From an optimization exercise on the open Yosys and OpenROAD flow, aimed at small area and a short achievable clock period; shortcuts taken in it are not production practice.
At most, simulation tests tie the RTL to the original design; equivalence was not proved.
Function not checked in runs 1 to 4: the RTL went through the layout flow alone.
Power and IR drop assume default switching activity.

`flow/config.mk`:
```
export PLATFORM = sky130hd
export DESIGN_NAME = TaskInjector
export DESIGN_NICKNAME = TaskInjector
export VERILOG_FILES = /design/flow/design.v
export SDC_FILE = /design/flow/constraint.sdc
export NUM_CORES = 4
export LEC_CHECK = 0
export ABC_CLOCK_PERIOD_IN_PS = 1500
export CAP_MARGIN = 20
export CORE_MARGIN = 2
export CORE_UTILIZATION = 55
export CTS_CLUSTER_DIAMETER = 60
export CTS_CLUSTER_SIZE = 25
export SETUP_SLACK_MARGIN = 2.75
export SLEW_MARGIN = 20
```
`flow/design.v`:
```
package TaskInjectorPkg;
    parameter logic [7:0] NEW_APP                = 8'h00;
    parameter logic [7:0] APP_ALLOCATION_REQUEST = 8'h01;
    parameter logic [7:0] APP_MAPPING_COMPLETE   = 8'h02;
    parameter logic [7:0] TASK_TERMINATED        = 8'h06;
    parameter logic [7:0] REQUEST_FINISH         = 8'h10;
    parameter logic [7:0] DATA_AV          = 8'h40;
    parameter logic [7:0] MESSAGE_REQUEST  = 8'h41;
    parameter logic [7:0] TASK_ALLOCATION  = 8'h42;
    parameter logic [7:0] MESSAGE_DELIVERY = 8'h43;
    parameter logic [7:0] MIGRATION_DATA   = 8'h51;
endpackage
import TaskInjectorPkg::*;
module TaskInjector
#(
    parameter logic [31:0] INJECTOR_ADDRESS = 32'hE0000000,
    parameter              FLIT_SIZE        = 32,
    parameter              INJECT_MAPPER    = 0
)
(
    input  logic                     clk_i,
    input  logic                     rst_ni,
    input  logic                     src_eoa_i,
    input  logic                     src_rx_i,
    output logic                     src_credit_o,
    input  logic [(FLIT_SIZE - 1):0] src_data_i,
    input  logic [15:0]              mapper_address_i,
    output logic                     noc_tx_o,
    output logic                     noc_eop_o,
    input  logic                     noc_credit_i,
    output logic [(FLIT_SIZE - 1):0] noc_data_o,
    input  logic                     noc_rx_i,
    input  logic                     noc_eop_i,
    output logic                     noc_credit_o,
    input  logic [(FLIT_SIZE - 1):0] noc_data_i
);
    localparam MAX_IN_SIZE = 260;   
    localparam ADDR_FIRST  = 6;     
    localparam N_ADDR      = MAX_IN_SIZE - ADDR_FIRST;
    localparam I_IDLE     = 0;
    localparam I_HASH     = 1;
    localparam I_TASK_CNT = 2;
    localparam I_SEND_DSC = 3;
    localparam I_MAP      = 4;
    localparam I_TXT_SZ   = 5;
    localparam I_DATA_SZ  = 6;
    localparam I_BSS_SZ   = 7;
    localparam I_ENTRY    = 8;
    localparam I_SEND_TSK = 9;
    localparam I_NEXT_TSK = 10;
    localparam I_WAIT_CMP = 11;
    localparam I_SEND_EOA = 12;
    localparam I_FINISHED = 13;
    localparam S_IDLE     = 0;
    localparam S_DATA_AV  = 1;
    localparam S_REQUEST  = 2;
    localparam S_WAIT_REQ = 3;
    localparam S_PACKET   = 4;
    localparam S_FINISHED = 5;
    localparam R_IDLE     = 0;
    localparam R_PACKET   = 1;
    localparam R_SERVICE  = 2;
    localparam R_DELIVERY = 3;
    localparam R_DROP     = 4;
    localparam R_WAIT_REQ = 5;
    localparam R_WAIT_DLV = 6;
    localparam R_WAIT_ALC = 7;
    localparam R_MAP_CMP  = 8;
    logic [13:0] is_q, is_d;
    logic [5:0]  ss_q, ss_d;
    logic [8:0]  rs_q, rs_d;
    logic [13:0] is_r;
    logic [5:0]  ss_r;
    logic [8:0]  rs_r;
    assign is_q = is_r ^ 14'(1 << I_IDLE);
    assign ss_q = ss_r ^ 6'(1 << S_IDLE);
    assign rs_q = rs_r ^ 9'(1 << R_IDLE);
    logic pass_q;     
    logic pass_dq;    
    logic tx_dq;
    logic tx_q;       
    logic credit_q;   
    logic last_q;     
    logic rx_en_q;    
    logic [31:0] hdr_q;   
    logic [31:0] pm_q;    
    assign noc_tx_o     = (pass_q & src_rx_i)     | tx_q;
    assign src_credit_o = (pass_q & noc_credit_i) | credit_q;
    assign noc_eop_o    = noc_credit_i & last_q;
    assign noc_data_o   = (src_data_i & pm_q) | hdr_q;
    assign noc_credit_o = rx_en_q;
    logic accept;
    logic sent;
    assign accept = ((pass_dq & src_rx_i) | tx_dq) & noc_credit_i;
    assign sent   = accept & last_q;
    logic [8:0] in_idx, in_idx_d;
    logic       in_wr;
    assign in_wr = rs_q[R_PACKET] && noc_rx_i;
    logic at0_q, at1_q, at2_q, at5_q, at_addr_q, at_last_q;
    always_comb begin
        if (rs_q[R_IDLE])
            in_idx_d = '0;
        else if (in_wr)
            in_idx_d = in_idx + 1'b1;
        else
            in_idx_d = in_idx;
    end
    logic        svc0_av, svc0_req, svc0_dlv;   
    logic        svc5_alc, svc5_cmp;            
    logic [7:0]  app_id;                        
    logic [15:0] in_f1;                         
    logic [31:0] in_f2;                         
    always_ff @(posedge clk_i or negedge rst_ni) begin
        if (!rst_ni) begin
            at0_q     <= 1'b0;
            at1_q     <= 1'b0;
            at2_q     <= 1'b0;
            at5_q     <= 1'b0;
            at_addr_q <= 1'b0;
            at_last_q <= 1'b0;
        end
        else begin
            at0_q     <= rs_d[R_PACKET] && in_idx_d == 9'd0;
            at1_q     <= rs_d[R_PACKET] && in_idx_d == 9'd1;
            at2_q     <= rs_d[R_PACKET] && in_idx_d == 9'd2;
            at5_q     <= rs_d[R_PACKET] && in_idx_d == 9'd5;
            at_addr_q <= rs_d[R_PACKET] && in_idx_d >= 9'(ADDR_FIRST);
            at_last_q <= in_idx_d == 9'(MAX_IN_SIZE - 1);
        end
    end
    always_ff @(posedge clk_i) begin
        if (noc_rx_i && at0_q) begin
            svc0_av  <= (noc_data_i[23:16] == DATA_AV);
            svc0_req <= (noc_data_i[23:16] == MESSAGE_REQUEST);
            svc0_dlv <= (noc_data_i[23:16] == MESSAGE_DELIVERY);
        end
        if (noc_rx_i && at1_q)
            in_f1 <= noc_data_i[15:0];
        if (noc_rx_i && at2_q)
            in_f2 <= noc_data_i;
        if (noc_rx_i && at5_q) begin
            app_id   <= noc_data_i[31:24];
            svc5_alc <= (noc_data_i[23:16] == APP_ALLOCATION_REQUEST);
            svc5_cmp <= (noc_data_i[23:16] == APP_MAPPING_COMPLETE);
        end
    end
    logic [15:0] ring [N_ADDR];
    logic [7:0]  wr_pos;       
    logic [7:0]  fetch_pos;    
    logic [15:0] task_addr;
    logic        ring_wr;      
    logic        ring_clr_q;   
    logic        fetch_next;   
    logic [15:0] din, din2;    
    logic        din_v, din_first;     
    logic        pend_q, pend_first;   
    logic        din_v_seen;           
    logic [7:0]  pend_pos;             
    function automatic logic [7:0] ring_dec(input logic [7:0] pos);
        if (pos == 8'd0)
            ring_dec = 8'(N_ADDR - 1);
        else
            ring_dec = pos - 1'b1;
    endfunction
    logic [7:0]  din_pos;      
    logic        din_now;      
    logic [7:0]  w_pos;
    logic        w_en, w_first;
    logic [15:0] w_data;
    assign ring_wr = noc_rx_i && at_addr_q;
    assign din_pos = ring_dec(wr_pos);
    assign din_now = din_v && !din_pos[0];
    assign w_en    = pend_q || din_now;
    assign w_pos   = pend_q ? pend_pos   : din_pos;
    assign w_data  = pend_q ? din2       : din;
    assign w_first = pend_q ? pend_first : din_first;
    always_ff @(posedge clk_i) begin
        din      <= noc_data_i[15:0];
        din2     <= din;
        pend_pos <= ring_dec(din_pos);
    end
    for (genvar gi = 0; gi < N_ADDR; gi++) begin : gen_ring
        if (gi % 2 == 0) begin : g_even
            logic sel;
            assign sel = w_en && (w_pos[7:1] == 7'(gi / 2));
            always_ff @(posedge clk_i)
                ring[gi] <= ~((w_data & {16{sel}}) | ring[(gi + 1) % N_ADDR]);
        end
        else begin : g_odd
            always_ff @(posedge clk_i)
                ring[gi] <= ~({16{ring_clr_q}} | ring[(gi + 1) % N_ADDR]);
        end
    end
    always_ff @(posedge clk_i or negedge rst_ni) begin
        if (!rst_ni) begin
            wr_pos     <= '0;
            fetch_pos  <= '0;
            din_v      <= 1'b0;
            din_first  <= 1'b0;
            pend_q     <= 1'b0;
            pend_first <= 1'b0;
            din_v_seen <= 1'b0;
            ring_clr_q <= 1'b1;
        end
        else begin
            wr_pos     <= ring_wr ? wr_pos : ring_dec(wr_pos);
            fetch_pos  <= fetch_pos_d;
            din_v      <= ring_wr;
            din_first  <= ring_wr && !din_v_seen;
            pend_q     <= din_v && din_pos[0];
            pend_first <= din_first;
            din_v_seen <= (din_v_seen || ring_wr) && !rs_q[R_IDLE];
            ring_clr_q <= rs_d[R_IDLE] || (rs_d[R_PACKET] && in_idx_d == '0);
        end
    end
    localparam N_TAP = (N_ADDR + 7) / 8;
    logic [N_TAP-1:0] tap_q;
    logic [7:0]       fetch_pos_d;
    always_comb begin
        if (din_first)
            fetch_pos_d = din_pos;
        else if (!fetch_next)
            fetch_pos_d = ring_dec(fetch_pos);
        else
            fetch_pos_d = fetch_pos;
    end
    always_ff @(posedge clk_i or negedge rst_ni) begin
        if (!rst_ni)
            tap_q <= '0;
        else
            for (int m = 0; m < N_TAP; m++)
                tap_q[m] <= (fetch_pos_d == 8'(8 * m));
    end
    logic [15:0] ring_tap;
    always_comb begin
        ring_tap = '0;
        for (int m = 0; m < N_TAP; m++)
            ring_tap = ring_tap | (~ring[8 * m] & {16{tap_q[m]}});
    end
    always_ff @(posedge clk_i) begin
        if (w_en && w_first)
            task_addr <= w_data;
        else if (|tap_q)
            task_addr <= ring_tap;
    end
    logic in_last;    
    assign in_last = at_last_q;
    logic rx_start;
    assign rx_start = ss_q[S_WAIT_REQ] || is_q[I_MAP] || is_q[I_WAIT_CMP];
    always_comb begin
        rs_d = '0;
        rs_d[R_IDLE]     = (rs_q[R_IDLE] && !rx_start)
                        || (rs_q[R_SERVICE] && !svc0_av && !svc0_req && !svc0_dlv)
                        || (rs_q[R_DELIVERY] && !svc5_alc && !svc5_cmp)
                        || (rs_q[R_DROP] && noc_eop_i)
                        || ((rs_q[R_WAIT_REQ] || rs_q[R_WAIT_DLV]) && ss_q[S_FINISHED])
                        || (rs_q[R_WAIT_ALC] && is_q[I_WAIT_CMP])
                        || rs_q[R_MAP_CMP];
        rs_d[R_PACKET]   = (rs_q[R_IDLE] && rx_start)
                        || (rs_q[R_PACKET] && !(noc_rx_i && (noc_eop_i || in_last)));
        rs_d[R_SERVICE]  = rs_q[R_PACKET] && noc_rx_i && noc_eop_i;
        rs_d[R_DELIVERY] = rs_q[R_SERVICE] && svc0_dlv;
        rs_d[R_DROP]     = (rs_q[R_PACKET] && noc_rx_i && !noc_eop_i && in_last)
                        || (rs_q[R_DROP] && !noc_eop_i);
        rs_d[R_WAIT_REQ] = (rs_q[R_SERVICE] && svc0_av)
                        || (rs_q[R_WAIT_REQ] && !ss_q[S_FINISHED]);
        rs_d[R_WAIT_DLV] = (rs_q[R_SERVICE] && svc0_req)
                        || (rs_q[R_WAIT_DLV] && !ss_q[S_FINISHED]);
        rs_d[R_WAIT_ALC] = (rs_q[R_DELIVERY] && svc5_alc)
                        || (rs_q[R_WAIT_ALC] && !is_q[I_WAIT_CMP]);
        rs_d[R_MAP_CMP]  = rs_q[R_DELIVERY] && svc5_cmp;
    end
    always_ff @(posedge clk_i or negedge rst_ni) begin
        if (!rst_ni) begin
            rs_r    <= '0;
            in_idx  <= '0;
            rx_en_q <= 1'b0;
        end
        else begin
            rs_r    <= rs_d ^ 9'(1 << R_IDLE);
            in_idx  <= in_idx_d;
            rx_en_q <= rs_d[R_PACKET] || rs_d[R_DROP];
        end
    end
    logic [7:0]  task_cnt;
    logic [7:0]  current_task;
    logic [31:0] txt_sz;      
    logic [31:0] data_sz;     
    logic [31:0] bss_sz;      
    logic [31:0] entry;       
    always_ff @(posedge clk_i) begin
        if (src_rx_i) begin
            if (is_q[I_IDLE])     data_sz[16:0] <= src_data_i[16:0];
            if (is_q[I_HASH])     entry         <= src_data_i;
            if (is_q[I_TASK_CNT]) task_cnt      <= src_data_i[7:0];
            if (is_q[I_TXT_SZ])   txt_sz        <= src_data_i;
            if (is_q[I_DATA_SZ])  data_sz       <= src_data_i;
            if (is_q[I_BSS_SZ])   bss_sz        <= src_data_i;
            if (is_q[I_ENTRY])    entry         <= src_data_i;
        end
    end
    logic last_task;
    assign last_task = (current_task == task_cnt - 1'b1);
    always_comb begin
        is_d = '0;
        is_d[I_IDLE]     = (is_q[I_IDLE] && !src_rx_i && !src_eoa_i)
                        || (is_q[I_WAIT_CMP] && rs_q[R_MAP_CMP]);
        is_d[I_HASH]     = (is_q[I_IDLE] && src_rx_i) || (is_q[I_HASH] && !src_rx_i);
        is_d[I_TASK_CNT] = (is_q[I_HASH] && src_rx_i) || (is_q[I_TASK_CNT] && !src_rx_i);
        is_d[I_SEND_DSC] = (is_q[I_TASK_CNT] && src_rx_i) || (is_q[I_SEND_DSC] && !ss_q[S_FINISHED]);
        is_d[I_MAP]      = (is_q[I_SEND_DSC] && ss_q[S_FINISHED]) || (is_q[I_MAP] && !rs_q[R_WAIT_ALC]);
        is_d[I_TXT_SZ]   = (is_q[I_MAP] && rs_q[R_WAIT_ALC])
                        || (is_q[I_TXT_SZ] && !src_rx_i)
                        || (is_q[I_NEXT_TSK] && !last_task);
        is_d[I_DATA_SZ]  = (is_q[I_TXT_SZ] && src_rx_i) || (is_q[I_DATA_SZ] && !src_rx_i);
        is_d[I_BSS_SZ]   = (is_q[I_DATA_SZ] && src_rx_i) || (is_q[I_BSS_SZ] && !src_rx_i);
        is_d[I_ENTRY]    = (is_q[I_BSS_SZ] && src_rx_i) || (is_q[I_ENTRY] && !src_rx_i);
        is_d[I_SEND_TSK] = (is_q[I_ENTRY] && src_rx_i) || (is_q[I_SEND_TSK] && !ss_q[S_FINISHED]);
        is_d[I_NEXT_TSK] = is_q[I_SEND_TSK] && ss_q[S_FINISHED];
        is_d[I_WAIT_CMP] = (is_q[I_NEXT_TSK] && last_task) || (is_q[I_WAIT_CMP] && !rs_q[R_MAP_CMP]);
        is_d[I_SEND_EOA] = (is_q[I_IDLE] && !src_rx_i && src_eoa_i) || (is_q[I_SEND_EOA] && !ss_q[S_FINISHED]);
        is_d[I_FINISHED] = (is_q[I_SEND_EOA] && ss_q[S_FINISHED]) || is_q[I_FINISHED];
    end
    always_ff @(posedge clk_i or negedge rst_ni) begin
        if (!rst_ni) begin
            is_r         <= '0;
            current_task <= '0;
        end
        else begin
            is_r <= is_d ^ 14'(1 << I_IDLE);
            if (is_q[I_MAP])
                current_task <= '0;
            else if (is_q[I_NEXT_TSK])
                current_task <= current_task + 1'b1;
        end
    end
    logic send_msg;    
    assign send_msg = is_q[I_SEND_DSC] || is_q[I_SEND_EOA];
    always_comb begin
        ss_d = '0;
        ss_d[S_IDLE]     = (ss_q[S_IDLE] && !rs_q[R_WAIT_REQ] && !send_msg && !is_q[I_SEND_TSK])
                        || ss_q[S_FINISHED];
        ss_d[S_DATA_AV]  = (ss_q[S_IDLE] && !rs_q[R_WAIT_REQ] && send_msg)
                        || (ss_q[S_DATA_AV] && !sent);
        ss_d[S_REQUEST]  = (ss_q[S_IDLE] && rs_q[R_WAIT_REQ])
                        || (ss_q[S_REQUEST] && !sent);
        ss_d[S_WAIT_REQ] = (ss_q[S_DATA_AV] && sent)
                        || (ss_q[S_WAIT_REQ] && !rs_q[R_WAIT_DLV]);
        ss_d[S_PACKET]   = (ss_q[S_IDLE] && !rs_q[R_WAIT_REQ] && !send_msg && is_q[I_SEND_TSK])
                        || (ss_q[S_WAIT_REQ] && rs_q[R_WAIT_DLV])
                        || (ss_q[S_PACKET] && !sent);
        ss_d[S_FINISHED] = (ss_q[S_REQUEST] || ss_q[S_PACKET]) && sent;
    end
    logic [3:0] hdr_idx, hdr_idx_d;
    logic [3:0] hdr_size;
    assign hdr_size = is_q[I_SEND_DSC] ? 4'd8 : is_q[I_SEND_EOA] ? 4'd6 : 4'd7;
    always_comb begin
        if (ss_q[S_IDLE] || ss_q[S_WAIT_REQ])
            hdr_idx_d = '0;
        else if (accept && !pass_dq)
            hdr_idx_d = hdr_idx + 1'b1;
        else
            hdr_idx_d = hdr_idx;
    end
    logic [17:0] remain, remain_d;
    logic [17:0] remain_dec;
    assign remain_dec = remain - 1'b1;
    logic [18:0] txt_words_x, len_x;
    logic [17:0] txt_words;
    logic [17:0] len_q;
    logic        data_rnd;
    assign data_rnd    = |data_sz[1:0];
    assign txt_words_x = {txt_sz[17:2], (|txt_sz[1:0])} + {18'd6, (|txt_sz[1:0])};
    assign txt_words   = txt_words_x[18:1];
    assign len_x       = is_q[I_BSS_SZ]
                       ? {remain, data_rnd} + {data_sz[17:2], data_rnd}
                       : {remain, 1'b0} + {9'd0, task_cnt, 2'b00};
    always_ff @(posedge clk_i) begin
        if (is_q[I_BSS_SZ] || (is_q[I_SEND_DSC] && ss_q[S_IDLE]))
            len_q <= len_x[18:1];
    end
    always_comb begin
        remain_d = remain;
        if (is_q[I_HASH])
            remain_d = 18'(data_sz[16:0]) + 18'd7;
        else if (is_q[I_DATA_SZ])
            remain_d = txt_words;
        else if (is_q[I_ENTRY] || (is_q[I_SEND_DSC] && ss_q[S_WAIT_REQ]))
            remain_d = len_q;
        else if (ss_q[S_PACKET] && accept)
            remain_d = remain_dec;
    end
    logic last_d;
    always_comb begin
        if (ss_d[S_DATA_AV] || ss_d[S_REQUEST])
            last_d = (hdr_idx_d == 4'd2);
        else if (is_q[I_SEND_EOA])
            last_d = (hdr_idx_d == 4'd5);
        else if (ss_q[S_PACKET] && accept)
            last_d = (remain == 18'd1);
        else
            last_d = (remain == 18'd0);
    end
    logic [31:0] hdr_adv;
    always_comb begin
        hdr_adv = '0;
        if (ss_q[S_DATA_AV]) begin
            case (hdr_idx)
                4'd0:    hdr_adv = INJECTOR_ADDRESS;
                default: hdr_adv = {16'hFFFF, 16'h0000};
            endcase
        end
        else if (ss_q[S_REQUEST]) begin
            case (hdr_idx)
                4'd0:    hdr_adv = INJECTOR_ADDRESS;
                default: hdr_adv = {in_f2[31:16], 16'hFFFF};
            endcase
        end
        else if (is_q[I_SEND_TSK]) begin
            case (hdr_idx)
                4'd0:    hdr_adv = entry;
                4'd1:    hdr_adv = txt_sz;
                4'd2:    hdr_adv = data_sz;
                4'd3:    hdr_adv = bss_sz;
                4'd4:    hdr_adv = {app_id, current_task, mapper_address_i};
                default: hdr_adv = '0;
            endcase
        end
        else begin
            case (hdr_idx)
                4'd0:    hdr_adv = INJECTOR_ADDRESS;
                4'd1:    hdr_adv = {16'hFFFF, in_f2[15:0]};
                4'd2:    hdr_adv = '0;
                4'd3:    hdr_adv = is_q[I_SEND_EOA]
                            ? 32'h00000004
                            : {12'h000, remain_dec, 2'b00};
                4'd4:    hdr_adv = is_q[I_SEND_EOA]
                            ? {8'h00, REQUEST_FINISH, 16'h0000}
                            : {task_cnt, NEW_APP, 16'h0000};
                4'd5:    hdr_adv = INJECTOR_ADDRESS;
                4'd6:    hdr_adv = entry;
                default: hdr_adv = '0;
            endcase
        end
    end
    assign fetch_next = ss_q[S_IDLE] && !rs_q[R_WAIT_REQ] && is_q[I_SEND_TSK];
    logic [31:0] hdr_d;
    always_comb begin
        hdr_d = hdr_q;
        if (ss_q[S_IDLE]) begin
            if (rs_q[R_WAIT_REQ])
                hdr_d = {8'h00, MESSAGE_REQUEST, in_f1};
            else if (is_q[I_SEND_TSK])
                hdr_d = {8'h00, TASK_ALLOCATION, task_addr};
            else
                hdr_d = {8'h00, DATA_AV, mapper_address_i};
        end
        else if (ss_q[S_WAIT_REQ])
            hdr_d = {8'h00, MESSAGE_DELIVERY, in_f1};
        else if (accept)
            hdr_d = hdr_adv;
    end
    logic hdr_end_q;
    logic pass_d, tx_d;
    assign pass_d = ss_d[S_PACKET] && (pass_dq || (accept && hdr_end_q));
    assign tx_d   = (ss_d[S_PACKET] && !pass_d) || ss_d[S_DATA_AV] || ss_d[S_REQUEST];
    always_ff @(posedge clk_i) begin
        hdr_q   <= hdr_d;
        pm_q    <= hdr_d | {32{pass_d}};
        pass_dq   <= pass_d;
        tx_dq     <= tx_d;
        hdr_end_q <= (hdr_idx_d == hdr_size - 1'b1);
    end
    always_ff @(posedge clk_i or negedge rst_ni) begin
        if (!rst_ni) begin
            ss_r     <= '0;
            hdr_idx  <= '0;
            remain   <= '0;
            pass_q   <= 1'b0;
            tx_q     <= 1'b0;
            credit_q <= 1'b1;
            last_q   <= 1'b0;
        end
        else begin
            ss_r     <= ss_d ^ 6'(1 << S_IDLE);
            hdr_idx  <= hdr_idx_d;
            remain   <= remain_d;
            pass_q   <= pass_d;
            tx_q     <= tx_d;
            credit_q <= !ss_d[S_PACKET] && (
                            is_d[I_IDLE]   || is_d[I_HASH]    || is_d[I_TASK_CNT] ||
                            is_d[I_TXT_SZ] || is_d[I_DATA_SZ] || is_d[I_BSS_SZ]   ||
                            is_d[I_ENTRY]
                        );
            last_q   <= last_d;
        end
    end
endmodule
```
`flow/run.sh`:
```
#!/bin/bash
# synth_recipe.tcl (not shown) runs the flow's synth.tcl, then flattens the netlist and writes it again
# the make line also repeats each setting of config.mk as NAME=value (left out here)
make -C /OpenROAD-flow-scripts/flow DESIGN_CONFIG=/design/flow/config.mk WORK_HOME=/design/flow/orfs CLKGATE_MAP_FILE= SYNTH_SCRIPT=/design/flow/synth_recipe.tcl finish
```
`flow/constraint.sdc`:
```
create_clock -name core_clock -period 5.5 [get_ports {clk_i}]
set_input_delay 1.1000 -clock core_clock [delete_from_list [all_inputs] [get_ports {clk_i}]]
set_output_delay 1.1000 -clock core_clock [all_outputs]
set_load 0.01 [all_outputs]
```
==> results of run 1 <==
timing repair:
action	CTS	global route
pin swaps	868	764
gates cloned	292	24
setup endpoints to repair	2250	2155
gates resized for setup	3151	904
setup buffers	385	168
cell type report:
type                            instances  area, um^2
Sequential cell                      4533       93800
Fill cell                           15300       64400
Multi-Input combinational cell       6152       43000
Timing Repair Buffer                 1164       20400
Clock buffer                          256        5860
Tap cell                             3132        3920
Clock inverter                         74         976
Inverter                               99         703
Antenna cell                           46         115
Timing Repair inverter                  1        5.00
path summary, 6_finish.rpt:
kind                                        from             endpoint  slack [ps]  cells past startpoint
min in group core_clock          din[11]$_DFF_P_     din2[11]$_DFF_P_         330                      0
hold / removal                            rst_ni  in_idx[7]$_DFF_PN0_         230                      1
max in group asynchronous                 rst_ni     pend_q$_DFF_PN0_        4120                      2
setup reg to reg           wr_pos[6]$_DFFE_PN0N_  ring[6][12]$_DFF_P_        2320                     11
setup / recovery           wr_pos[6]$_DFFE_PN0N_  ring[6][12]$_DFF_P_        2320                     11
hold reg to reg                  din[11]$_DFF_P_     din2[11]$_DFF_P_         330                      0
state kept, by name, summed over array words and instances, names as in the netlist, 32 cells and up:
register  count
ring       4064
hdr_q        32
entry        32
data_sz      32
bss_sz       32
pm_q         32
txt_sz       32
in_f2        32
tap_q        32
stage by stage:
stage / hold WS (ps) / cells
2_1_floorplan: 327 / 11500
4_1_cts: 232 / 15200
3_5_place_dp: 335 / 14200
6_report: 234 / 15500
3_3_place_gp: 335 / 14200
5_1_grt: 256 / 15400
power breakdown:
part,internal [mW],leakage [nW],switching (mW)
logic,10.7,23.1,16.4
registers,33.9,37.5,1.01
clock network,8.15,3.36,10.9
cell families (layout without fill, tap and decap cells):
kind of cell,after synthesis,in the layout,share of synthesized area (%)
flops,4533,4533,72.5
simple gates,3021,3025,10.2
compound gates,2911,2911,12.6
buf+inv,846,1594,2.97
xor+xnor,100,100,0.677
mux,73,73,0.612
fa+ha+maj,43,43,0.428
other cells,0,46,0
per-layer routing:
metal | part of all wire [%] | vias up
met1 | 39 | 47600
met4 | 7.4 | 18
met5 | 0.041 | -
met2 | 42 | 6002
met3 | 11 | 1703
li1 | - | 40200
synthesized netlist by cell type, drive strengths merged, types with 8 or more instances:
library cell / n
a211oi: 21
a21o: 51
a21oi: 2164
a221o: 8
a221oi: 23
a222oi: 31
a22oi: 34
a2bb2oi: 10
a31oi: 19
and2: 152
and3: 26
buf: 371
clkbuf: 376
dfrtp: 130
dfxtp: 4170
edfxtp: 231
ha: 41
inv: 98
mux2: 35
mux2i: 38
nand2: 129
nand2b: 29
nand3: 82
nand3b: 10
nand4: 18
nor2: 2347
nor2b: 15
nor3: 46
nor3b: 12
nor4: 84
o211ai: 30
o21a: 12
o21ai: 112
o221ai: 27
o22a: 21
o22ai: 264
o31ai: 14
or2: 9
or3: 15
or4: 23
xnor2: 62
xor2: 38
==> flow_summary.toml, run 1 <==
[placed_design]
pre_cts_ws_ps = 1310
postPlaceCellArea_um2 = 133000
post-dp-hpwl_um = 228000
numPortBuffers = 122
gp_congestion = 0.936

[logic_synthesis]
yosys_warnings = 2
synth_edf_count = 231
synth_top_area_cell = "dfxtp_1"
synth.distinct_cells = 103
synth-seq-area-share_pct = 72.5
syn_nets = 11700
netlist.area_leader.share_pct = 64.6
syn_avg_cell_area_um2 = 11.2
synthTopCellsByArea = "dfxtp_1, a21oi_1, nor2_1, edfxtp_1, dfrtp_1"
ys_ff_latch = 4533
synth_flop_cell = "dfxtp_1"
syn_inst = 11500
async_reset_ff_share_pct = 2.91
synth_area_um2 = 129000

[clocking]
cts_tree = "yes"
path_clk_slew_ps = 100
cts_root_buffer = "clkbuf_16"
clock-sinks = 4533
cts_buffers = 222
clock_path_buffers = 3
clk_latency_ps = 930
htreeDepth = 4
hold_buffers = 0

[drt]
wire_per_inst_um = 32.7
vias_per_cell = 6.18
totalWireLength_um = 506000
vias = 95500
drc_errors = 0
drt_iter0_drc = 12000
drt-pass1-iter-count = 7
ant_nets = 0

[layout]
post-route-util_pct = 72.4
fin_area_um2 = 169000
final_cell_mix = "dfxtp_1, nor2_1, a21oi_2"
drive_gt1_share_pct = 32.5
nNetsFinal = 12300
final_common_cell = "dfxtp_1"
areaGrowthSynthToFinish_pct = 30.5

[setup_path]
cp.arrival_ps = 3970
critPathLaunchType = "register"
crit_path_max_incr_delay_ps = 600
path_max_fanout = 48
required_ps = 6290
cp_common_cell = "buf_4"
path_cells = "nor3_1 -> nand3_2 -> o21ai_2 -> buf_6 -> buf_4 -> buf_4 -> nand3_4 -> o21ai_4 -> buf_4 -> buf_12 -> a21oi_1"
cpMaxStageDelayCell = "nor3_1"
critical-path-top-delay-family = "buffers and inverters"
endpoint_kind = "register"
path_buf_inv = 5
crit_type = "register to register"

[timing]
hold_viol = 0
rsz0062_at_grt = "yes"
skew_ps = 48.2
setup_ws_ps = 2320
worstMarginPinSlew_ps = 1170
slew_headroom_pct = 22.2
setup-tns-final_ps = 0
period_share_pct = 57.7
setup_viol = 0
drv_slew = 0
min_period_ps = 3180
fmax_mhz = 315

[status]
status = "no timing/DRC/antenna violations"

[global_route]
grt_use_total_pct = 40.0
top_usage_layer = "met2"
gr-total-overflow = 0
grt_pass1_wl_um = 676000
grt_pass1_vias = 89100
grt_max_degree = 246
met1_usage_pct = 53.5
grt_util_met2_pct = 58.8
met3_usage_pct = 10.8
antenna_found_initial = 43

[power_and_ir_drop]
p_total_mw = 81.1
power_density_nw_per_um2 = 481
ir_drop_v = 0.000409
p_leak_nw = 64.0

[die]
die_w_um = 489
ios = 123
die_y_um = 489
start_util_pct = 55.4
design.die.area_um2 = 239000
coreArea_um2 = 233000
core.rowCount = 177

[run]
maxCapViolCount = 0

[hold_path]
min_path_type = "input pin to asynchronous set/reset pin"
==> run 2: changes to the inputs <==
--- a/flow/design.v
+++ b/flow/design.v
@@ -120,12 +120,14 @@
             at_last_q <= 1'b0;
         end
         else begin
-            at0_q     <= rs_d[R_PACKET] && in_idx_d == 9'd0;
-            at1_q     <= rs_d[R_PACKET] && in_idx_d == 9'd1;
-            at2_q     <= rs_d[R_PACKET] && in_idx_d == 9'd2;
-            at5_q     <= rs_d[R_PACKET] && in_idx_d == 9'd5;
-            at_addr_q <= rs_d[R_PACKET] && in_idx_d >= 9'(ADDR_FIRST);
-            at_last_q <= in_idx_d == 9'(MAX_IN_SIZE - 1);
+            at0_q     <= rs_d[R_PACKET] && (rs_q[R_IDLE] || (!in_wr && in_idx == 9'd0));
+            at1_q     <= rs_d[R_PACKET] && !rs_q[R_IDLE] && (in_wr ? in_idx == 9'd0 : in_idx == 9'd1);
+            at2_q     <= rs_d[R_PACKET] && !rs_q[R_IDLE] && (in_wr ? in_idx == 9'd1 : in_idx == 9'd2);
+            at5_q     <= rs_d[R_PACKET] && !rs_q[R_IDLE] && (in_wr ? in_idx == 9'd4 : in_idx == 9'd5);
+            at_addr_q <= rs_d[R_PACKET] && !rs_q[R_IDLE]
+                      && (in_wr ? in_idx >= 9'(ADDR_FIRST - 1) : in_idx >= 9'(ADDR_FIRST));
+            at_last_q <= !rs_q[R_IDLE]
+                      && (in_wr ? in_idx == 9'(MAX_IN_SIZE - 2) : in_idx == 9'(MAX_IN_SIZE - 1));
         end
     end
     always_ff @(posedge clk_i) begin
@@ -151,40 +153,35 @@
     logic        ring_wr;      
     logic        ring_clr_q;   
     logic        fetch_next;   
-    logic [15:0] din, din2;    
+    logic [15:0] din;          
     logic        din_v, din_first;     
-    logic        pend_q, pend_first;   
     logic        din_v_seen;           
-    logic [7:0]  pend_pos;             
     function automatic logic [7:0] ring_dec(input logic [7:0] pos);
         if (pos == 8'd0)
             ring_dec = 8'(N_ADDR - 1);
         else
             ring_dec = pos - 1'b1;
     endfunction
-    logic [7:0]  din_pos;      
-    logic        din_now;      
-    logic [7:0]  w_pos;
-    logic        w_en, w_first;
-    logic [15:0] w_data;
+    logic [7:0]  din_pos;
+    logic        pend_d, now_d;
+    logic        w_en_q, w_first_q;    
+    logic [6:0]  w_pos_q;              
+    logic [15:0] w_data_q;
     assign ring_wr = noc_rx_i && at_addr_q;
     assign din_pos = ring_dec(wr_pos);
-    assign din_now = din_v && !din_pos[0];
-    assign w_en    = pend_q || din_now;
-    assign w_pos   = pend_q ? pend_pos   : din_pos;
-    assign w_data  = pend_q ? din2       : din;
-    assign w_first = pend_q ? pend_first : din_first;
+    assign pend_d  = din_v && din_pos[0];
+    assign now_d   = ring_wr && !din_pos[0];
     always_ff @(posedge clk_i) begin
         din      <= noc_data_i[15:0];
-        din2     <= din;
-        pend_pos <= ring_dec(din_pos);
+        w_data_q <= pend_d ? din : noc_data_i[15:0];
+        w_pos_q  <= din_pos[7:1];
     end
     for (genvar gi = 0; gi < N_ADDR; gi++) begin : gen_ring
         if (gi % 2 == 0) begin : g_even
             logic sel;
-            assign sel = w_en && (w_pos[7:1] == 7'(gi / 2));
+            assign sel = w_en_q && (w_pos_q == 7'(gi / 2));
             always_ff @(posedge clk_i)
-                ring[gi] <= ~((w_data & {16{sel}}) | ring[(gi + 1) % N_ADDR]);
+                ring[gi] <= ~((w_data_q & {16{sel}}) | ring[(gi + 1) % N_ADDR]);
         end
         else begin : g_odd
             always_ff @(posedge clk_i)
@@ -197,8 +194,8 @@
             fetch_pos  <= '0;
             din_v      <= 1'b0;
             din_first  <= 1'b0;
-            pend_q     <= 1'b0;
-            pend_first <= 1'b0;
+            w_en_q     <= 1'b0;
+            w_first_q  <= 1'b0;
             din_v_seen <= 1'b0;
             ring_clr_q <= 1'b1;
         end
@@ -207,10 +204,10 @@
             fetch_pos  <= fetch_pos_d;
             din_v      <= ring_wr;
             din_first  <= ring_wr && !din_v_seen;
-            pend_q     <= din_v && din_pos[0];
-            pend_first <= din_first;
+            w_en_q     <= pend_d || now_d;
+            w_first_q  <= pend_d ? din_first : (ring_wr && !din_v_seen);
             din_v_seen <= (din_v_seen || ring_wr) && !rs_q[R_IDLE];
-            ring_clr_q <= rs_d[R_IDLE] || (rs_d[R_PACKET] && in_idx_d == '0);
+            ring_clr_q <= rs_d[R_IDLE] || rs_q[R_IDLE];
         end
     end
     localparam N_TAP = (N_ADDR + 7) / 8;
@@ -229,7 +226,9 @@
             tap_q <= '0;
         else
             for (int m = 0; m < N_TAP; m++)
-                tap_q[m] <= (fetch_pos_d == 8'(8 * m));
+                tap_q[m] <= din_first  ? (wr_pos == 8'(8 * m + 1))
+                          : fetch_next ? (fetch_pos == 8'(8 * m))
+                          :              (fetch_pos == 8'(8 * m + 1));
     end
     logic [15:0] ring_tap;
     always_comb begin
@@ -238,8 +237,8 @@
             ring_tap = ring_tap | (~ring[8 * m] & {16{tap_q[m]}});
     end
     always_ff @(posedge clk_i) begin
-        if (w_en && w_first)
-            task_addr <= w_data;
+        if (w_en_q && w_first_q)
+            task_addr <= w_data_q;
         else if (|tap_q)
             task_addr <= ring_tap;
     end
==> flow_summary.toml, run 2 <==
[timing]
skew_ps = 83.0
setup_viol = 0
worstMarginPinSlew_ps = 1190
hold_slack_ps = 192
hold_viol = 0
period_share_pct = 53.8
rsz0062_at_grt = "yes"
min_period_ps = 2960
setup_ws_ps = 2540
setup-tns-final_ps = 0
drv_slew = 0
fmax_mhz = 338
slew_headroom_pct = 20.4

[logic_synthesis]
synth.distinct_cells = 91
synth_top_family_by_area = "compound AO/OA/AOI/OAI gates"
syn_inst = 11300
netlist.area_leader.share_pct = 66.0
synth_flop_cell = "dfxtp_1"
synth_compound_area_share_pct = 12.6
yosys.area_share.simple_pct = 9.17
synth_area_um2 = 127000
synthAdderAreaFrac_pct = 0.467
async_reset_ff_share_pct = 2.91
ys_ff_latch = 4533
synth_edf_count = 231
syn_avg_cell_area_um2 = 11.2
muxShareOfSynthArea_pct = 0.454
syn_nets = 11500
synth-seq-area-share_pct = 74.1
synthTopCellsByArea = "dfxtp_1, a21oi_1, nor2_1, edfxtp_1, dfrtp_1"
synth_xor_area_share_pct = 0.685
synth_top_area_cell = "dfxtp_1"
yosys_warnings = 2
synth_most_common_cell = "dfxtp_1"
yosys-top-cells-count = "dfxtp_1, nor2_1, a21oi_1"

[status]
status = "no timing/DRC/antenna violations"

[layout]
seq_area_um2 = 93900
largest_register = "ring"
final_common_cell = "dfxtp_1"
final_cell_mix = "dfxtp_1, nor2_1, a21oi_1"
areaGrowthSynthToFinish_pct = 10.0
largest_reg_flops = 4064
drive_gt1_share_pct = 8.67
fin_area_um2 = 139000
fillers = 18600
nNetsFinal = 11400
post-route-util_pct = 60.7
multi_input_area_um2 = 30500

[global_route]
met3_usage_pct = 9.08
grt_max_degree = 180
grt_pass1_vias = 79600
met1_usage_pct = 52.3
grt_pass1_wl_um = 618000
grt_util_met2_pct = 53.9
top_usage_layer = "met2"
antenna_found_initial = 40
gr-total-overflow = 0
grt_use_total_pct = 37.3

[die]
die_y_um = 484
ios = 123
core.rowCount = 176
die_w_um = 484
start_util_pct = 55.2
coreArea_um2 = 229000
design.die.area_um2 = 234000

[power_and_ir_drop]
power_frac_clock_pct = 29.2
p_int_mw = 44.9
pwr-share-seq_pct = 55.1
power_density_nw_per_um2 = 460
power_frac_comb_pct = 15.7
swShare_pct = 29.9
p_leak_nw = 53.4
p_sw_mw = 19.1
ir_drop_v = 0.000372

[clocking]
clock-sinks = 4533
clock_path_buffers = 3
path_clk_slew_ps = 90
cts_tree = "yes"
clk_latency_ps = 940
cts_root_buffer = "clkbuf_16"
htreeDepth = 4
hold_buffers = 0
cts_buffers = 224

[hold_path]
min_path_type = "input pin to asynchronous set/reset pin"

[drt]
vias = 85900
drc_errors = 0
totalWireLength_um = 449000
drt_iter0_drc = 9914
ant_nets = 0
wire_per_inst_um = 31.2
vias_per_cell = 5.97
drt-pass1-iter-count = 10

[placed_design]
post-dp-hpwl_um = 311000
postPlaceCellArea_um2 = 131000
pre_cts_ws_ps = 1410
numPortBuffers = 122
gp_congestion = 1.04

[setup_path]
reg2reg_slack_ps = 2540
crit_type = "register to register"
endpoint_kind = "register"
path_cells = "nor2b_1 -> nand2_1 -> nor2_4 -> a21oi_1"
path_max_fanout = 16
cp.arrival_ps = 3670
reg2reg_from = "w_pos_q[0]$_DFF_P_"
r2r_cells = 4
r2r-end = "ring[162][1]$_DFF_P_"
cpMaxStageDelayCell = "nor2_4"
required_ps = 6210
critPathLaunchType = "register"
crit_path_max_incr_delay_ps = 870

[run]
maxCapViolCount = 0
## run 2: cell types whose count changed after synthesis, sizes merged, moves of 29 or more
cell,before,now
o22ai,264,293
and2,152,24
nor2,2347,2308
clkbuf,376,707
buf,371,42
a22oi,34,66
nand2,129,169
a21oi,2164,2206
## run 2: cells by family after synthesis
| family | count (synthesis) |
|---|---|
| multiplexers | 54 |
| buffers and inverters | 830 |
| flip-flops | 4533 |
| XOR/XNOR | 99 |
| adder cells (fa/ha/maj) | 46 |
| AND/OR/NAND/NOR | 2842 |
| AO/OA/AOI/OAI | 2931 |
## run 2: stage by stage
stage / power (mW) / instances
after global placement: 45.1 / 14000
final: 64.1 / 14400
after CTS: 63.6 / 14300
after global routing: 66.0 / 14400
after floorplan: 41.1 / 11300
after detailed placement: 45.1 / 14000
## run 2: timing repair
item	4_1_cts	5_1_grt
gates cloned	3	2
buffers inserted	38	45
endpoints found under the setup margin	472	353
resized for setup	467	104
pin swaps	19	23
## run 2: power by group through the flow
stage                     Clock [mW]  Sequential (mW)  Combinational [mW]
after global placement             0             36.0                9.18
after floorplan                    0             34.9                6.13
after CTS                       18.8             35.2                9.52
after global routing            20.0             35.3                10.6
after detailed placement           0             35.9                9.17
final                           18.7             35.3                10.1
## run 2: how the worst max path moves through the flow
stage / to / from / slack (ps) / cells after the start
floorplan: credit_q$_DFF_PN1_ / src_rx_i / 2750 / 5
global placement: pm_q[18]$_DFF_P_ / src_rx_i / 1450 / 7
detailed placement: pm_q[18]$_DFF_P_ / src_rx_i / 1410 / 7
CTS: noc_tx_o / src_rx_i / 2560 / 4
global route: src_credit_o / credit_q$_DFF_PN1_ / 2630 / 2
finish: ring[162][1]$_DFF_P_ / w_pos_q[0]$_DFF_P_ / 2540 / 4
## run 2: per-layer routing
layer | wire length [um] | vias to the layer above
li1 | - | 37700
met1 | 188000 | 43400
met2 | 189000 | 3968
met3 | 45400 | 807
met4 | 26200 | 10
met5 | 64 | -
## run 2: worst max-delay path: cells and delay by family, from the launching register on
kind | cells | cell delay, ps
AO/OA/AOI/OAI | 1 | 160
flip-flops | 1 | 560
AND/OR/NAND/NOR | 3 | 2030
## run 2: layout make-up
type                    count  share of cell area, %
well taps                3026                   2.72
repair buffers            431                   2.71
clock inverters            62                  0.712
clock buffers             251                   4.21
diodes                     19                 0.0342
flip-flops and latches   4533                   67.4
multi-input cells        5975                   21.9
inverters                  81                  0.277
==> run 3: changes to the inputs <==
--- a/flow/design.v
+++ b/flow/design.v
@@ -165,7 +165,8 @@
     logic [7:0]  din_pos;
     logic        pend_d, now_d;
     logic        w_en_q, w_first_q;    
-    logic [6:0]  w_pos_q;              
+    logic [15:0] w_hi_q;               
+    logic [7:0]  w_lo_q;               
     logic [15:0] w_data_q;
     assign ring_wr = noc_rx_i && at_addr_q;
     assign din_pos = ring_dec(wr_pos);
@@ -174,12 +175,13 @@
     always_ff @(posedge clk_i) begin
         din      <= noc_data_i[15:0];
         w_data_q <= pend_d ? din : noc_data_i[15:0];
-        w_pos_q  <= din_pos[7:1];
+        for (int h = 0; h < 16; h++)
+            w_hi_q[h] <= (din_pos[7:4] == 4'(h));
     end
     for (genvar gi = 0; gi < N_ADDR; gi++) begin : gen_ring
         if (gi % 2 == 0) begin : g_even
             logic sel;
-            assign sel = w_en_q && (w_pos_q == 7'(gi / 2));
+            assign sel = w_hi_q[gi / 16] && w_lo_q[(gi / 2) % 8];
             always_ff @(posedge clk_i)
                 ring[gi] <= ~((w_data_q & {16{sel}}) | ring[(gi + 1) % N_ADDR]);
         end
@@ -195,6 +197,7 @@
             din_v      <= 1'b0;
             din_first  <= 1'b0;
             w_en_q     <= 1'b0;
+            w_lo_q     <= '0;
             w_first_q  <= 1'b0;
             din_v_seen <= 1'b0;
             ring_clr_q <= 1'b1;
@@ -205,6 +208,8 @@
             din_v      <= ring_wr;
             din_first  <= ring_wr && !din_v_seen;
             w_en_q     <= pend_d || now_d;
+            for (int l = 0; l < 8; l++)
+                w_lo_q[l] <= (pend_d || now_d) && (din_pos[3:1] == 3'(l));
             w_first_q  <= pend_d ? din_first : (ring_wr && !din_v_seen);
             din_v_seen <= (din_v_seen || ring_wr) && !rs_q[R_IDLE];
             ring_clr_q <= rs_d[R_IDLE] || rs_q[R_IDLE];
@@ -221,26 +226,45 @@
         else
             fetch_pos_d = fetch_pos;
     end
+    logic first_w_d;
+    assign first_w_d = pend_d ? din_first : (now_d && !din_v_seen);
     always_ff @(posedge clk_i or negedge rst_ni) begin
         if (!rst_ni)
             tap_q <= '0;
         else
             for (int m = 0; m < N_TAP; m++)
-                tap_q[m] <= din_first  ? (wr_pos == 8'(8 * m + 1))
-                          : fetch_next ? (fetch_pos == 8'(8 * m))
-                          :              (fetch_pos == 8'(8 * m + 1));
-    end
-    logic [15:0] ring_tap;
+                tap_q[m] <= !first_w_d
+                         && (din_first  ? (wr_pos == 8'(8 * m + 1))
+                           : fetch_next ? (fetch_pos == 8'(8 * m))
+                           :              (fetch_pos == 8'(8 * m + 1)));
+    end
+    localparam N_GRP = 4;
+    localparam GRP_TAPS = (N_TAP + N_GRP - 1) / N_GRP;
+    logic [15:0] grp_d [N_GRP];
+    logic [15:0] grp_q [N_GRP];
+    logic        tap_hit_q;
     always_comb begin
-        ring_tap = '0;
-        for (int m = 0; m < N_TAP; m++)
-            ring_tap = ring_tap | (~ring[8 * m] & {16{tap_q[m]}});
+        for (int j = 0; j < N_GRP; j++) begin
+            grp_d[j] = '0;
+            for (int m = j * GRP_TAPS; m < (j + 1) * GRP_TAPS && m < N_TAP; m++)
+                grp_d[j] = grp_d[j] | (~ring[8 * m] & {16{tap_q[m]}});
+        end
+    end
+    always_ff @(posedge clk_i) begin
+        for (int j = 0; j < N_GRP; j++)
+            grp_q[j] <= grp_d[j];
+    end
+    always_ff @(posedge clk_i or negedge rst_ni) begin
+        if (!rst_ni)
+            tap_hit_q <= 1'b0;
+        else
+            tap_hit_q <= |tap_q;
     end
     always_ff @(posedge clk_i) begin
         if (w_en_q && w_first_q)
             task_addr <= w_data_q;
-        else if (|tap_q)
-            task_addr <= ring_tap;
+        else if (tap_hit_q)
+            task_addr <= grp_q[0] | grp_q[1] | grp_q[2] | grp_q[3];
     end
     logic in_last;    
     assign in_last = at_last_q;
--- a/flow/config.mk
+++ b/flow/config.mk
@@ -13,3 +13,4 @@
 export CTS_CLUSTER_SIZE = 25
 export SETUP_SLACK_MARGIN = 2.75
 export SLEW_MARGIN = 20
+export TNS_END_PERCENT = 5
==> flow_summary.toml, run 3 <==
[timing]
hold_viol = 0
min_period_ps = 2940
drv_slew = 0
worstMarginPinSlew_ps = 1140
period_share_pct = 53.4
setup_viol = 0
fmax_mhz = 341
slew_headroom_pct = 24.2
skew_ps = 75.6
setup-tns-final_ps = 0
rsz0062_at_grt = "yes"

[drt]
drt_iter0_drc = 8091
totalWireLength_um = 383000
wire_per_inst_um = 26.4
vias = 83700
vias_per_cell = 5.77
drt-pass1-iter-count = 7
ant_nets = 0
drc_errors = 0

[logic_synthesis]
synth_most_common_cell = "dfxtp_1"
synth_edf_count = 231
syn_nets = 11800
netlist.area_leader.share_pct = 65.6
synth_flop_cell = "dfxtp_1"
synthTopCellsByArea = "dfxtp_1, a21oi_1, nor2_1, edfxtp_1, dfrtp_1"
async_reset_ff_share_pct = 3.06
synth-seq-area-share_pct = 73.7
syn_inst = 11600
synth_top_area_cell = "dfxtp_1"
synth.distinct_cells = 80
synth_area_um2 = 130000
yosys-top-cells-count = "dfxtp_1, nor2_1, a21oi_1"
syn_avg_cell_area_um2 = 11.1
yosys_warnings = 4
ys_ff_latch = 4615

[layout]
largest_register = "ring"
final_common_cell = "dfxtp_1"
largest_reg_flops = 4064
final_cell_mix = "dfxtp_1, nor2_1, a21oi_1"
drive_gt1_share_pct = 5.31
areaGrowthSynthToFinish_pct = 8.16
nNetsFinal = 11400
largestRegisters = "ring (4064), grp_q (64)"

[setup_path]
reg2reg_slack_ps = 2590
critical-path-top-delay-family = "buffers and inverters"
r2r_cells = 7
path_max_fanout = 6
crit_type = "input pin to output pin"
cp.depth = 3
crit_path_max_incr_delay_ps = 280
cp.arrival_ps = 1840
path_buf_inv = 2
path_cells = "clkdlybuf4s15_2 -> a21o_1 -> dlygate4sd2_1"
cpMaxStageDelayCell = "dlygate4sd2_1"
required_ps = 4400
critPathLaunchType = "input pin"
endpoint_kind = "output pin"

[clocking]
cts_root_buffer = "clkbuf_16"
clock-sinks = 4615
hold_buffers = 0
cts_buffers = 225
htreeDepth = 4
clock_path_buffers = 3
path_clk_slew_ps = 100
clk_latency_ps = 930
cts_tree = "yes"

[die]
coreArea_um2 = 235000
die_y_um = 489
core.rowCount = 178
start_util_pct = 55.2
design.die.area_um2 = 239000
die_w_um = 489
ios = 123

[global_route]
gr-total-overflow = 0
grt_use_total_pct = 31.3
grt_pass1_wl_um = 552000
grt_max_degree = 196
grt_pass1_vias = 78800
antenna_found_initial = 38

[power_and_ir_drop]
power_density_nw_per_um2 = 453
ir_drop_v = 0.000342
p_total_mw = 63.5
p_leak_nw = 54.9

[placed_design]
post-dp-hpwl_um = 248000
numPortBuffers = 122
gp_congestion = 0.916

[status]
status = "no timing/DRC/antenna violations"

[run]
maxCapViolCount = 0

[hold_path]
min_path_type = "input pin to asynchronous set/reset pin"
==> run 3: metal layers <==
metal	vias to the layer above	track usage (%)	wire length, um
li1	38000	-	-
met4	14	10.9	14700
met2	2695	49.1	173000
met1	42300	44.2	171000
met3	612	4.75	24100
met5	-	0	100
==> run 3: worst paths after layout <==
| kind | from | to |
|---|---|---|
| max | src_data_i[2] | noc_data_o[2] |
| min | rst_ni | at5_q$_DFF_PN0_ |
| max reg2reg | remain[1]$_DFFE_PN0P_ | hdr_q[17]$_DFF_P_ |
| min reg2reg | ring[138][5]$_DFF_P_ | ring[137][5]$_DFF_P_ |
| max in group asynchronous | rst_ni | fetch_pos[3]$_DFFE_PN0P_ |
| min in group core_clock | ring[138][5]$_DFF_P_ | ring[137][5]$_DFF_P_ |
==> run 3: timing repair <==
action,CTS,global route
endpoints found under the hold margin,0,0
pin swaps,4,4
gates resized for setup,199,33
gates cloned,3,0
buffers inserted,9,12
setup endpoints to repair,120,107
==> run 3: through the flow <==
stage          setup WS, ps  hold slack (ps)  area (um^2)  std cells  utilization (%)
2_1_floorplan          2650              363       130000      11600                -
3_3_place_gp           1300              363       133000      14100             56.5
3_5_place_dp           1190              365       133000      14100             56.5
4_1_cts                2510             40.4       140000      14500             59.6
5_1_grt                2540             53.6       140000      14500             59.7
6_report               2560             86.8       140000      14500             59.7
==> run 3: cell type report <==
class | instances | area (um^2)
sequential | 4615 | 95500
clock inverter | 72 | 1140
multi-input combinational | 6034 | 30700
tap | 3150 | 3940
timing repair buffer | 261 | 2560
fill | 19500 | 94700
clock buffer | 256 | 5880
inverter | 89 | 340
antenna | 21 | 52.6
==> run 3: cell families (layout without fill, tap and decap cells) <==
family / count (synthesis) / count (layout) / synth area share (%)
and+or+nand+nor: 2925 / 2926 / 9.53
AOI/OAI and AO/OA: 2927 / 2927 / 12.5
adders and majority gates: 46 / 46 / 0.456
xor gates and xnor gates: 85 / 85 / 0.575
muxes: 50 / 50 / 0.404
buffers and inverters: 974 / 678 / 2.84
DFF: 4615 / 4615 / 73.7
other: 0 / 21 / 0
==> run 3: report_power, final <==
group | switching, mW | internal [mW]
registers | 1.22 | 34.4
logic | 6.22 | 2.58
clock network | 10.8 | 8.29
total | 18.2 | 45.3
==> run 4: changes to the inputs <==
==> flow/flow/run.sh (new file) <==
#!/bin/bash
# The standard layout (standard.sh), unchanged except that the input and
# output port buffers are plain buffers (buf_4) instead of the delay buffer
# that buffer_ports picks on its own. The make output goes to standard_flow.log;
# ORFS keeps each step's log under orfs/logs/.
set -euo pipefail
export BUFFER_PORTS_ARGS="-buffer_cell sky130_fd_sc_hd__buf_4"
bash standard.sh > standard_flow.log 2>&1
==> flow/standard.sh (new file) <==
#!/bin/bash
# synth_recipe.tcl (not shown) runs the flow's synth.tcl, then flattens the netlist and writes it again
# the make line also repeats each setting of config.mk as NAME=value (left out here)
make -C /OpenROAD-flow-scripts/flow DESIGN_CONFIG=/design/flow/config.mk WORK_HOME=/design/flow/orfs CLKGATE_MAP_FILE= SYNTH_SCRIPT=/design/flow/synth_recipe.tcl "${@:-finish}"
removed: flow/run.sh
==> flow_summary.toml, run 4 <==
[timing]
period_share_pct = 52.7
min_period_ps = 2900
slew_headroom_pct = 17.1
worstMarginPinSlew_ps = 1240
setup_viol = 0
skew_ps = 72.3
setup-tns-final_ps = 0
fmax_mhz = 345
hold_viol = 0
drv_slew = 0
rsz0062_at_grt = "yes"

[layout]
drive_gt1_share_pct = 5.92
final_common_cell = "dfxtp_1"
nNetsFinal = 11300
final_cell_mix = "dfxtp_1, nor2_1, a21oi_1"
fin_cells = 14500
largest_register = "ring"
areaGrowthSynthToFinish_pct = 7.79
largest_reg_flops = 4064
largestRegisters = "ring (4064), grp_q (64)"

[die]
coreArea_um2 = 235000
die_w_um = 489
design.die.area_um2 = 239000
die_y_um = 489
start_util_pct = 55.2
core.rowCount = 178
ios = 123

[clocking]
cts_buffers = 225
cts_tree = "yes"
cts_root_buffer = "clkbuf_16"
clock-sinks = 4615
clk_latency_ps = 920
clock_path_buffers = 3
htreeDepth = 4
path_clk_slew_ps = 80

[power_and_ir_drop]
power_density_nw_per_um2 = 453
ir_drop_v = 0.000330
p_total_mw = 63.3
p_leak_nw = 54.8

[placed_design]
numPortBuffers = 122
gp_congestion = 0.919
dp.cells = 14100
post-dp-hpwl_um = 247000

[drt]
detail_route.wirelength.met1_um = 171000
vias_per_cell = 5.75
drc_errors = 0
highest_layer = "met5"
wire_per_inst_um = 26.3
ant_nets = 0
vias = 83200
totalWireLength_um = 381000
wl_met2_um = 171000
drt-pass1-iter-count = 7
drt_iter0_drc = 8345
met3_length_um = 24900

[hold_path]
min_path_type = "input pin to asynchronous set/reset pin"

[logic_synthesis]
yosys_warnings = 4
synth_most_common_cell = "dfxtp_1"
syn_avg_cell_area_um2 = 11.1
syn_nets = 11800
async_reset_ff_share_pct = 3.06
netlist.area_leader.share_pct = 65.6
yosys-top-cells-count = "dfxtp_1, nor2_1, a21oi_1"
syn_inst = 11600
ys_ff_latch = 4615
synth_top_area_cell = "dfxtp_1"
synth-seq-area-share_pct = 73.7
synth_area_um2 = 130000
synthTopCellsByArea = "dfxtp_1, a21oi_1, nor2_1, edfxtp_1, dfrtp_1"
synth.distinct_cells = 80
synth_edf_count = 231
synth_flop_cell = "dfxtp_1"

[global_route]
gr-total-overflow = 0
grt_use_total_pct = 31.1
grt_max_degree = 201
grt_pass1_vias = 78400
grt_pass1_wl_um = 549000
antenna_found_initial = 26

[setup_path]
critPathLaunchType = "register"
cp.arrival_ps = 3680
path_max_fanout = 10
endpoint_kind = "register"
crit_type = "register to register"
required_ps = 6280

[run]
maxCapViolCount = 0

[status]
status = "no timing/DRC/antenna violations"
## run 4: cell counts after synthesis
Identical to the previous run, type by type.
## run 4: cell type report
cell class	count	area, um^2
Antenna cell	6	15.0
Clock buffer	256	5920
Multi-Input combinational cell	6033	30700
Sequential cell	4615	95500
Clock inverter	68	1060
Timing Repair Buffer	250	2160
Tap cell	3150	3940
Fill cell	19600	95100
Inverter	89	334
## run 4: power breakdown
part | internal, mW | switching, mW
Combinational | 2.49 | 6.21
Sequential | 34.4 | 1.19
Clock | 8.14 | 10.8
Total | 45.0 | 18.2
## run 4: repair_timing
action | 4_1_cts | 5_1_grt
setup buffers | 10 | 13
pin swaps | 1 | 5
endpoints found under the setup margin | 87 | 86
hold buffers | 0 | 0
resized for setup | 33 | 27
gates cloned | 0 | 0
## run 4: worst max-delay path, cell delays in order, from the launching register on
cell and delay [ps]:
dfrtp_1 540, or3_1 540, or4_4 620, or4_4 470, a31oi_4 240, mux2i_1 140
a221oi_2 270
## run 4: through the flow
stage | utilization [%] | cell area [um^2] | hold WS (ps) | setup slack (ps)
after floorplan | - | 130000 | 363 | 2650
after global placement | 56.3 | 132000 | 363 | 1560
after detailed placement | 56.3 | 132000 | 365 | 1640
after CTS | 59.4 | 139000 | 101 | 2560
after global routing | 59.5 | 140000 | 134 | 2550
final | 59.5 | 140000 | 154 | 2600
## run 4: final timing paths
| check | depth (start not counted) | slack, ps | start | endpoint |
|---|---|---|---|---|
| max in group asynchronous | 2 | 3960 | rst_ni | w_lo_q[7]$_DFF_PN0_ |
| hold / removal | 1 | 150 | rst_ni | rx_en_q$_DFF_PN0_ |
| hold reg to reg | 1 | 330 | ring[58][13]$_DFF_P_ | ring[57][13]$_DFF_P_ |
| min in group core_clock | 1 | 330 | ring[58][13]$_DFF_P_ | ring[57][13]$_DFF_P_ |
| setup reg to reg | 6 | 2600 | remain[9]$_DFFE_PN0P_ | remain[15]$_DFFE_PN0P_ |
| setup / recovery | 6 | 2600 | remain[9]$_DFFE_PN0P_ | remain[15]$_DFFE_PN0P_ |
## run 4: kinds of logic after synthesis
kind of cell,Yosys count,share of synthesized area (%)
compound gates,2927,12.5
xor+xnor,85,0.575
fa+ha+maj,46,0.456
buf+inv,974,2.84
flops,4615,73.7
mux,50,0.404
simple gates,2925,9.53
## run 4: per-layer routing
metal,global-route usage [%],vias to the layer above
li1,-,38000
met4,10.1,6
met3,4.36,603
met5,0,-
met1,44.9,41900
met2,48.3,2774
==> run 5: changes to the inputs <==
--- a/flow/design.v
+++ b/flow/design.v
@@ -79,13 +79,13 @@
     logic pass_dq;    
     logic tx_dq;
     logic tx_q;       
-    logic credit_q;   
+    logic credit_nq; 
     logic last_q;     
     logic rx_en_q;    
     logic [31:0] hdr_q;   
     logic [31:0] pm_q;    
     assign noc_tx_o     = (pass_q & src_rx_i)     | tx_q;
-    assign src_credit_o = (pass_q & noc_credit_i) | credit_q;
+    assign src_credit_o = (pass_q & noc_credit_i) | ~credit_nq;
     assign noc_eop_o    = noc_credit_i & last_q;
     assign noc_data_o   = (src_data_i & pm_q) | hdr_q;
     assign noc_credit_o = rx_en_q;
@@ -501,7 +501,7 @@
             remain   <= '0;
             pass_q   <= 1'b0;
             tx_q     <= 1'b0;
-            credit_q <= 1'b1;
+            credit_nq <= 1'b0;
             last_q   <= 1'b0;
         end
         else begin
@@ -510,11 +510,11 @@
             remain   <= remain_d;
             pass_q   <= pass_d;
             tx_q     <= tx_d;
-            credit_q <= !ss_d[S_PACKET] && (
+            credit_nq <= !(!ss_d[S_PACKET] && (
                             is_d[I_IDLE]   || is_d[I_HASH]    || is_d[I_TASK_CNT] ||
                             is_d[I_TXT_SZ] || is_d[I_DATA_SZ] || is_d[I_BSS_SZ]   ||
                             is_d[I_ENTRY]
-                        );
+                        ));
             last_q   <= last_d;
         end
     end
==> flow_summary.toml, run 5 <==
[layout]
final_common_cell = "dfxtp_1"
fillers = 19800
largest_reg_flops = 4064
nNetsFinal = 11300
largestRegisters = "ring (4064), grp_q (64)"
areaGrowthSynthToFinish_pct = 7.89
largest_register = "ring"
final_cell_mix = "dfxtp_1, nor2_1, a21oi_1"
drive_gt1_share_pct = 5.77

[clocking]
htreeDepth = 4
clock-sinks = 4615
clock_path_buffers = 3
cts_root_buffer = "clkbuf_16"
path_clk_slew_ps = 80
cts_tree = "yes"
cts_buffers = 227
clk_latency_ps = 920

[global_route]
grt_pass1_vias = 78300
grt_max_degree = 228
gr-total-overflow = 0
antenna_found_initial = 24
grt_use_total_pct = 30.7
grt_pass1_wl_um = 543000

[power_and_ir_drop]
p_sw_mw = 17.9
p_int_mw = 45.4
ir_drop_v = 0.000403
power_frac_clock_pct = 30.4
p_leak_nw = 54.8
p_total_mw = 63.3
swShare_pct = 28.3
power_density_nw_per_um2 = 453
power_frac_comb_pct = 13.5
pwr-share-seq_pct = 56.1

[placed_design]
numPortBuffers = 122
gp_congestion = 0.904
post-dp-hpwl_um = 243000

[timing]
worstMarginPinSlew_ps = 1230
drv_slew = 0
slew_headroom_pct = 17.7
fmax_mhz = 346
rsz0062_at_grt = "yes"
setup-tns-final_ps = 0
setup_viol = 0
hold_viol = 0
skew_ps = 83.2
min_period_ps = 2890
period_share_pct = 52.5

[setup_path]
critical-path-top-delay-family = "compound AO/OA/AOI/OAI gates"
cp.depth = 9
crit_path_max_incr_delay_ps = 440
cp.arrival_ps = 3590
cpMaxStageDelayCell = "dfrtp_2"
cp_common_cell = "buf_4"
crit_type = "register to register"
required_ps = 6200
r2r-end = "pm_q[12]$_DFF_P_"
endpoint_kind = "register"
path_buf_inv = 2
reg2reg_from = "hdr_idx[0]$_DFF_PN0_"
path_cells = "buf_4 -> ha_4 -> buf_4 -> a222oi_1 -> o221ai_1 -> a311o_1 -> and3_1 -> a41oi_1 -> o311ai_0"
path_max_fanout = 20
reg2reg_slack_ps = 2610
r2r_cells = 9
critPathLaunchType = "register"

[logic_synthesis]
synthAdderAreaFrac_pct = 0.456
yosys-top-cells-count = "dfxtp_1, nor2_1, a21oi_1"
synth_compound_area_share_pct = 12.5
synthTopCellsByArea = "dfxtp_1, a21oi_1, nor2_1, edfxtp_1, dfrtp_1"
synth_flop_cell = "dfxtp_1"
netlist.area_leader.share_pct = 65.6
yosys_warnings = 4
synth_top_area_cell = "dfxtp_1"
yosys.area_share.simple_pct = 9.54
muxShareOfSynthArea_pct = 0.404
syn_inst = 11600
synth-seq-area-share_pct = 73.7
synth_edf_count = 231
ys_ff_latch = 4615
synth_xor_area_share_pct = 0.575
synth_area_um2 = 130000
syn_avg_cell_area_um2 = 11.1
syn_nets = 11800
async_reset_ff_share_pct = 3.06
synth_most_common_cell = "dfxtp_1"
synth_top_family_by_area = "compound AO/OA/AOI/OAI gates"
synth.distinct_cells = 80

[status]
status = "no timing/DRC/antenna violations"

[run]
maxCapViolCount = 0

[die]
start_util_pct = 55.2
coreArea_um2 = 235000
core.rowCount = 178
die_y_um = 489
design.die.area_um2 = 239000
die_w_um = 489
ios = 123

[drt]
drc_errors = 0
drt-pass1-iter-count = 8
totalWireLength_um = 376000
drt_iter0_drc = 7899
wire_per_inst_um = 26.0
ant_nets = 0
vias = 82800
vias_per_cell = 5.72

[hold_path]
min_path_type = "input pin to asynchronous set/reset pin"
## run 5: cell count changes after synthesis, sizes merged
cell / delta
buf: +1
dfrtp: +1
clkbuf: -1
dfstp: -1
nand2: +2
a31o: +1
a31oi: -1
a21o: -1
## run 5: worst max path at each step
stage,endpoint,startpoint,slack (ps)
2_1_floorplan,remain[5]$_DFFE_PN0P_,src_rx_i,2650
3_3_place_gp,pm_q[12]$_DFF_P_,hdr_idx[0]$_DFF_PN0_,1770
3_5_place_dp,pm_q[12]$_DFF_P_,hdr_idx[0]$_DFF_PN0_,1740
4_1_cts,len_q[17]$_DFFE_PP_,task_cnt[0]$_DFFE_PP_,2500
5_1_grt,w_lo_q[3]$_DFF_PN0_,wr_pos[4]$_DFFE_PN0N_,2510
6_report,pm_q[12]$_DFF_P_,hdr_idx[0]$_DFF_PN0_,2610
## run 5: metal layers
metal / GRT usage, % / wire, um
met2: 48.1 / 170000
met5: 0 / 0
met4: 9.94 / 13600
met1: 44.2 / 169000
met3: 4.12 / 23400
## run 5: per-stage QoR
step / util (%) / worst slack [ps] / hold WS (ps) / std cells / area, um^2
2_1_floorplan: - / 2650 / 363 / 11600 / 130000
3_3_place_gp: 56.3 / 1770 / 363 / 14100 / 132000
3_5_place_dp: 56.3 / 1740 / 365 / 14100 / 132000
4_1_cts: 59.4 / 2500 / 197 / 14400 / 139000
5_1_grt: 59.5 / 2510 / 235 / 14500 / 140000
6_report: 59.5 / 2610 / 198 / 14500 / 140000
## run 5: cell families after synthesis
family          after synthesis
fa+ha+maj                    46
mux                          50
simple gates               2927
xor+xnor                     85
buf+inv                     974
compound gates             2926
flops                      4615
## run 5: cell type report
| cell class | count | area, um^2 | share of cell area (%) |
|---|---|---|---|
| tap | 3150 | 3940 | 2.82 |
| inverter | 89 | 337 | 0.241 |
| clock buffer | 264 | 6050 | 4.33 |
| clock inverter | 68 | 1100 | 0.786 |
| antenna | 20 | 50.0 | 0.0358 |
| timing repair buffer | 237 | 2100 | 1.50 |
| multi-input combinational | 6034 | 30700 | 22.0 |
| sequential | 4615 | 95500 | 68.3 |
## run 5: repair_timing
action | 4_1_cts | 5_1_grt
pin swaps | 4 | 4
gates resized for setup | 26 | 28
setup buffers | 7 | 11
hold endpoints to repair | 0 | 0
hold buffers | 0 | 0
setup endpoints to repair | 112 | 114
## run 5: power groups by stage
stage	clock network (mW)	registers, mW	logic (mW)
2_1_floorplan	0	35.5	5.79
3_3_place_gp	0	36.3	8.17
3_5_place_dp	0	36.2	8.20
4_1_cts	19.5	35.5	8.34
5_1_grt	20.7	35.6	9.22
6_report	19.3	35.5	8.53

==> afterwards: timing with drivers on the ports <==
In the flow no input, the clock included, has a driving cell. The finished layouts below were timed again as built, in two steps.
Step 1, drivers: a clkbuf_16 drives clk_i and a buf_2 each remaining input, both assumed.
Step 2 also shifts input and output timing later by t, the mid clock arrival at the registers, as if the neighbouring blocks saw the same clock.
Three values: ideal ports, drivers, drivers and shift; two values: the first two.
| run | t (ns) | setup WS [ns] | worst register clock-pin slew, ns | worst slew at a driven data input, ns |
|---|---|---|---|---|
| run 1 | 1.006 | 2.324 / 2.324 / 2.323 | 0.11 / 0.11 | 0.14 |
| run 2 | 0.993 | 2.541 / 2.541 / 2.184 | 0.10 / 0.10 | 0.13 |
| run 3 | 0.978 | 2.564 / 2.533 / 1.924 | 0.10 / 0.10 | 0.08 |
| run 4 | 0.972 | 2.600 / 2.562 / 1.876 | 0.10 / 0.10 | 0.14 |
| run 5 | 0.968 | 2.611 / 2.610 / 2.031 | 0.10 / 0.10 | 0.11 |
After both steps setup and hold are still met in every run listed. The setup slack of run 4, which loses most, moves by -0.038 ns with the drivers and by -0.724 ns with both steps.
